This design comes from an exercise in tuning for small area on the open sky130 flow, not from production work. Only simulation tests tie the RTL to the original design; equivalence was not proved. The clock port is modelled as an ideal driver, which makes a skipped or thinned clock tree look cheaper than it is; a real chip needs a root buffer or a tree. Power figures rest on the tool's default switching activity, not on a simulated workload.

build 76:
==> flow/design.v <==
`timescale 1ns / 1ps
module fir2n #(parameter WIDTH_DATA = 8, parameter N_TAPS = 16, parameter LOG2_N_TAPS = 4, parameter WIDTH_COEF0 = 8, parameter WIDTH_MAC_OUT = 8)(
    input clk, rst,
    input [WIDTH_DATA-1:0] din,
    output reg [WIDTH_MAC_OUT-1:0] dout
    );
    reg [4:0] cnt;           
    reg       flush;         
    wire [3:0] ph = cnt[3:0];
    always @(posedge clk) begin
        if (rst) begin
            cnt <= 5'd0;
            flush <= 1'b1;
        end else begin
            cnt <= cnt + 5'd1;
            if (cnt == 5'd31) flush <= 1'b0;
        end
    end
    reg [7:0] e1;
    reg [7:0] l1 [0:15];
    reg [7:0] l1n16;         
    reg [7:0] l2 [0:14];
    integer i;
    always @(posedge clk) begin
        l2[0] <= (flush | ph == 4'd13) ? l1[15] : l2[14];
        l2[1] <= (ph == 4'd15) ? din : l2[0];
        for (i = 2; i < 15; i = i + 1) l2[i] <= l2[i-1];
        if (ph == 4'd13) e1 <= l2[14];
        l1[0] <= ~({8{flush}} | l1n16);
        for (i = 1; i < 16; i = i + 1) l1[i] <= l1[i-1];
        l1n16 <= ~((ph == 4'd13) ? e1 : l1[15]);
    end
    reg [7:0] a, nb;
    wire first = (ph == 4'd15);
    wire [7:0] a0 = first ? 8'd0 : a;
    wire [7:0] s1 = a0 ^ l1[0] ^ l2[0];
    wire [7:0] c1 = (a0 & l1[0]) | (a0 & l2[0]) | (l1[0] & l2[0]);
    wire [7:0] sa, ca;
    wire [7:0] x2 = {c1[6:0], 1'b0};
    assign sa = s1 ^ x2 ^ {ca[6:0], 1'b0};
    assign ca = (s1 & x2) | (s1 & {ca[6:0], 1'b0}) | (x2 & {ca[6:0], 1'b0});
    wire [7:0] sb, cb;
    assign sb = nb ^ a ^ {cb[6:0], 1'b0};
    assign cb = (nb & a) | (nb & {cb[6:0], 1'b0}) | (a & {cb[6:0], 1'b0});
    always @(posedge clk) begin
        a <= sa;
        nb <= first ? 8'hff : sb;
    end
    wire [7:0] y = {a[3:0] + ~nb[7:4], ~nb[3:0]};
    wire clr = rst | (first & flush);
    always @(posedge clk) begin
        if (clr)
            dout <= 8'd0;
        else if (first)
            dout <= y;
    end
endmodule
==> flow/config.mk <==
export PLATFORM = sky130hd
export DESIGN_NAME = fir2n
export DESIGN_NICKNAME = fir2n
export VERILOG_FILES = /design/flow/design.v
export SDC_FILE = /design/flow/constraint.sdc
export NUM_CORES = 4
export LEC_CHECK = 0
export CAP_MARGIN = 20
export CORE_MARGIN = 2
export CORE_UTILIZATION = 70
export SLEW_MARGIN = 20
==> flow/constraint.sdc <==
create_clock -name core_clock -period 4.5 [get_ports {clk}]
set_input_delay 0.9000 -clock core_clock [delete_from_list [all_inputs] [get_ports {clk}]]
set_output_delay 0.9000 -clock core_clock [all_outputs]
set_load 0.01 [all_outputs]
standard.sh (not shown) runs the stock make flow with config.mk's settings and CLKGATE_MAP_FILE= SYNTH_SCRIPT=/design/flow/synth_recipe.tcl, a recipe that flattens the netlist after the stock synthesis.
==> flow/flow/run.sh <==
#!/bin/bash
# Standard layout, with small port buffers, no CTS dummy loads, a clock tree
# of one root buffer and leaf buffers, and power (size) recovery.
bash standard.sh BUFFER_PORTS_ARGS="-buffer_cell sky130_fd_sc_hd__buf_1" RECOVER_POWER=100 \
  CTS_ARGS="-sink_clustering_enable -repair_clock_nets -dont_use_dummy_load -buf_list sky130_fd_sc_hd__clkbuf_16 -sink_clustering_size 40 -sink_clustering_max_diameter 60" \
  POST_CTS_TCL="$PWD/flow/post_cts.tcl" \
  finish > standard.log 2>&1
==> flow/flow/post_cts.tcl <==
# Collapse the intermediate levels of the clock tree: every clock buffer
# whose output drives only other clock buffers is removed and its loads
# are moved to its input net.
set block [ord::get_db_block]
set changed 1
while {$changed} {
  set changed 0
  foreach inst [$block getInsts] {
    set master [[$inst getMaster] getName]
    if {![string match "sky130_fd_sc_hd__clkbuf_*" $master]} { continue }
    set a [$inst findITerm A]
    set x [$inst findITerm X]
    if {$a == "NULL" || $x == "NULL"} { continue }
    set in [$a getNet]
    set out [$x getNet]
    if {$in == "NULL" || $out == "NULL"} { continue }
    # the input must come from another buffer, not from the clock port
    if {[llength [$in getBTerms]] > 0} { continue }
    set only_bufs 1
    set loads {}
    foreach it [$out getITerms] {
      if {[$it getInst] == $inst} { continue }
      set m [[[$it getInst] getMaster] getName]
      if {![string match "sky130_fd_sc_hd__clkbuf_*" $m]} { set only_bufs 0; break }
      lappend loads $it
    }
    if {!$only_bufs || [llength $loads] == 0} { continue }
    puts "collapse clock buffer [$inst getName] ([llength $loads] loads)"
    foreach it $loads {
      $it disconnect
      $it connect $in
    }
    $a disconnect
    $x disconnect
    odb::dbInst_destroy $inst
    odb::dbNet_destroy $out
    set changed 1
    break
  }
}

# Downsize the root buffer, which drives only leaf buffers, and leaf
# buffers with few sinks.
set small [[ord::get_db] findMaster sky130_fd_sc_hd__clkbuf_8]
foreach inst [$block getInsts] {
  if {[[$inst getMaster] getName] != "sky130_fd_sc_hd__clkbuf_16"} { continue }
  set out [[$inst findITerm X] getNet]
  if {$out == "NULL"} { continue }
  set n 0
  set bufs 0
  foreach it [$out getITerms] {
    if {[$it getInst] == $inst} { continue }
    incr n
    if {[string match "sky130_fd_sc_hd__clkbuf_*" [[[$it getInst] getMaster] getName]]} { incr bufs }
  }
  if {($bufs == $n && $n <= 12) || $n <= 20} {
    puts "downsize clock buffer [$inst getName] ($n loads)"
    $inst swapMaster $small
  }
}
estimate_parasitics -placement
report_clock_skew
Here is what was changed in the inputs of build 88 compared with build 76.
- changing CORE_UTILIZATION from 70 to 65
==> flow/flow/run.sh <==
#!/bin/bash
# Standard layout, with small port buffers, no CTS dummy loads, a clock tree
# of one root buffer and leaf buffers, and power (size) recovery.
bash standard.sh BUFFER_PORTS_ARGS="-buffer_cell sky130_fd_sc_hd__buf_1" RECOVER_POWER=100 \
  CTS_ARGS="-sink_clustering_enable -repair_clock_nets -dont_use_dummy_load -buf_list sky130_fd_sc_hd__clkbuf_8 -sink_clustering_size 21 -sink_clustering_max_diameter 60" \
  POST_CTS_TCL="$PWD/flow/post_cts.tcl" \
  finish > standard.log 2>&1
### Flow results
- Build 88 vs. build 76: initial cell density of the core saw a decrease; die height saw an increase; placed wire-length estimate after detailed placement saw a decrease.
- Against build 76, build 88 comes in 0.49 points lower on post-synthesis to final-layout area growth.
- In the metrics for build 76 and build 88, the one carrying the lower core utilization is build 88.
- Count of cells along the worst register-to-register path: build 76 vs build 88 identical
- Final instance count without filler cells for build 88: 9 up relative to build 76
- Going from build 76 to build 88, setup slack of the critical path after layout saw a decrease; flip-flop and latch count roughly the same; maximum frequency decreased by about 1.7% relative to the old numbers; design area decreased by about 0.46% relative to the old numbers.
What build 43 does differently from build 88 at the input level:
- CORE_UTILIZATION: 65 -> 70
==> flow/flow/run.sh <==
#!/bin/bash
# Standard layout, with small port buffers, no CTS dummy loads, a clock tree
# of one root buffer and leaf buffers, and power (size) recovery.
bash standard.sh BUFFER_PORTS_ARGS="-buffer_cell sky130_fd_sc_hd__buf_1" RECOVER_POWER=100 \
  CTS_ARGS="-sink_clustering_enable -repair_clock_nets -dont_use_dummy_load -buf_list sky130_fd_sc_hd__clkbuf_8 -sink_clustering_size 23 -sink_clustering_max_diameter 45" \
  POST_CTS_TCL="$PWD/flow/post_cts.tcl" \
  finish > standard.log 2>&1
-- flow/flow/post_cts.tcl --
<<< build 88, line 43
# buffers with few sinks.
set small [[ord::get_db] findMaster sky130_fd_sc_hd__clkbuf_8]
foreach inst [$block getInsts] {
  if {[[$inst getMaster] getName] != "sky130_fd_sc_hd__clkbuf_16"} { continue }
  set out [[$inst findITerm X] getNet]
>>> build 43, line 43
# buffers with few sinks.
set small [[ord::get_db] findMaster sky130_fd_sc_hd__clkbuf_4]
foreach inst [$block getInsts] {
  if {![string match "sky130_fd_sc_hd__clkbuf_*" [[$inst getMaster] getName]]} { continue }
  set out [[$inst findITerm X] getNet]
<<< build 88, line 55
  }
  if {($bufs == $n && $n <= 12) || $n <= 20} {
    puts "downsize clock buffer [$inst getName] ($n loads)"
>>> build 43, line 55
  }
  if {($bufs == $n && $n <= 16) || $n <= 13} {
    puts "downsize clock buffer [$inst getName] ($n loads)"
Results
Any difference in non-clock buffer share of cell area between build 43 and build 88 is small enough to ignore. Taking build 88 as the reference point, the peak per-stage delay on the critical path of build 43 falls by 20 ps. First-pass GRT wire length, build 43 vs build 88: up by a few percent. | final period utilization | build 43 vs build 88 | 2.1 points lower |. Between build 43 and build 88, it is build 43 whose number of global-route vias before repair is higher, by 0.82%. Compared with build 88, in build 43 placed wire-length estimate after detailed placement went up 260 µm, post-detailed-routing wire length climbed 3.5%, clock power shows a reduction of 3.4%, internal power down about 0.9%.
[inputs] build 30 vs build 43
- CORE_UTILIZATION: 70 -> 75
==> flow/flow/run.sh <==
#!/bin/bash
# Standard layout, with small port buffers, no CTS dummy loads, a clock tree
# of one root buffer and leaf buffers, and power (size) recovery.
bash standard.sh BUFFER_PORTS_ARGS="-buffer_cell sky130_fd_sc_hd__buf_1" RECOVER_POWER=100 \
  CTS_ARGS="-sink_clustering_enable -repair_clock_nets -dont_use_dummy_load -buf_list sky130_fd_sc_hd__clkbuf_8 -sink_clustering_size 22 -sink_clustering_max_diameter 60" \
  POST_CTS_TCL="$PWD/flow/post_cts.tcl" \
  finish > standard.log 2>&1
-- flow/flow/post_cts.tcl --
<<< build 43, line 43
# buffers with few sinks.
set small [[ord::get_db] findMaster sky130_fd_sc_hd__clkbuf_4]
foreach inst [$block getInsts] {
  if {![string match "sky130_fd_sc_hd__clkbuf_*" [[$inst getMaster] getName]]} { continue }
  set out [[$inst findITerm X] getNet]
>>> build 30, line 43
# buffers with few sinks.
set small [[ord::get_db] findMaster sky130_fd_sc_hd__clkbuf_8]
foreach inst [$block getInsts] {
  if {[[$inst getMaster] getName] != "sky130_fd_sc_hd__clkbuf_16"} { continue }
  set out [[$inst findITerm X] getNet]
<<< build 43, line 55
  }
  if {($bufs == $n && $n <= 16) || $n <= 13} {
    puts "downsize clock buffer [$inst getName] ($n loads)"
>>> build 30, line 55
  }
  if {($bufs == $n && $n <= 12) || $n <= 20} {
    puts "downsize clock buffer [$inst getName] ($n loads)"
Results
Build 43: full flow OK, the timing, design-rule and antenna checks passed
Every stage of the flow completed for build 30, and the final layout passed the timing, design-rule and antenna checks.
Compared build 30 vs build 43, and power per unit of standard cell area is up in build 30.
Diff build 43 -> build 30: final critical delay including setup and external delays moved up; worst setup skew after layout dropped 5.3 ps; switching share of total power rose by 0.29 points; final wirelength shows an increase of 19%; part of the power in the clock network saw an increase.
Final cell count: build 30 vs build 43 down 9
Higher power in the clock group goes to build 30 over build 43.
Build 30 against build 43: ratio of final minimum period to clock period now larger, worst hold slack shrank by 22 ps.

static timing again, ports no longer ideal:
The results above use ideal ports. As a check the final layouts listed here were re-extracted and re-timed, cells and wires unchanged. Step 1, drivers: a clkbuf_16 drives clk and a buf_2 each remaining input, both assumed. Step 2 moves the port delays by t, midway between the first and last clock arrival at a register: inputs arrive t later, outputs are due t later. That takes back most of the time a late clock gives input paths. Three values: no drivers, after step 1, after step 2; two values: the first two.
run	shift t [ns]	slack for setup (ns)	latest minus earliest clock arrival (ns)	slew at the worst register clock pin (ns)
build 76	0.509	0.282 / 0.283 / 0.283	0.030 / 0.030	0.12 / 0.12
build 88	0.474	0.210 / 0.210 / 0.210	0.048 / 0.048	0.12 / 0.12
build 43	0.629	0.303 / 0.303 / 0.303	0.043 / 0.043	0.12 / 0.12
build 30	0.485	0.232 / 0.232 / 0.232	0.037 / 0.038	0.12 / 0.12
After both steps setup and hold are still met in every run listed.
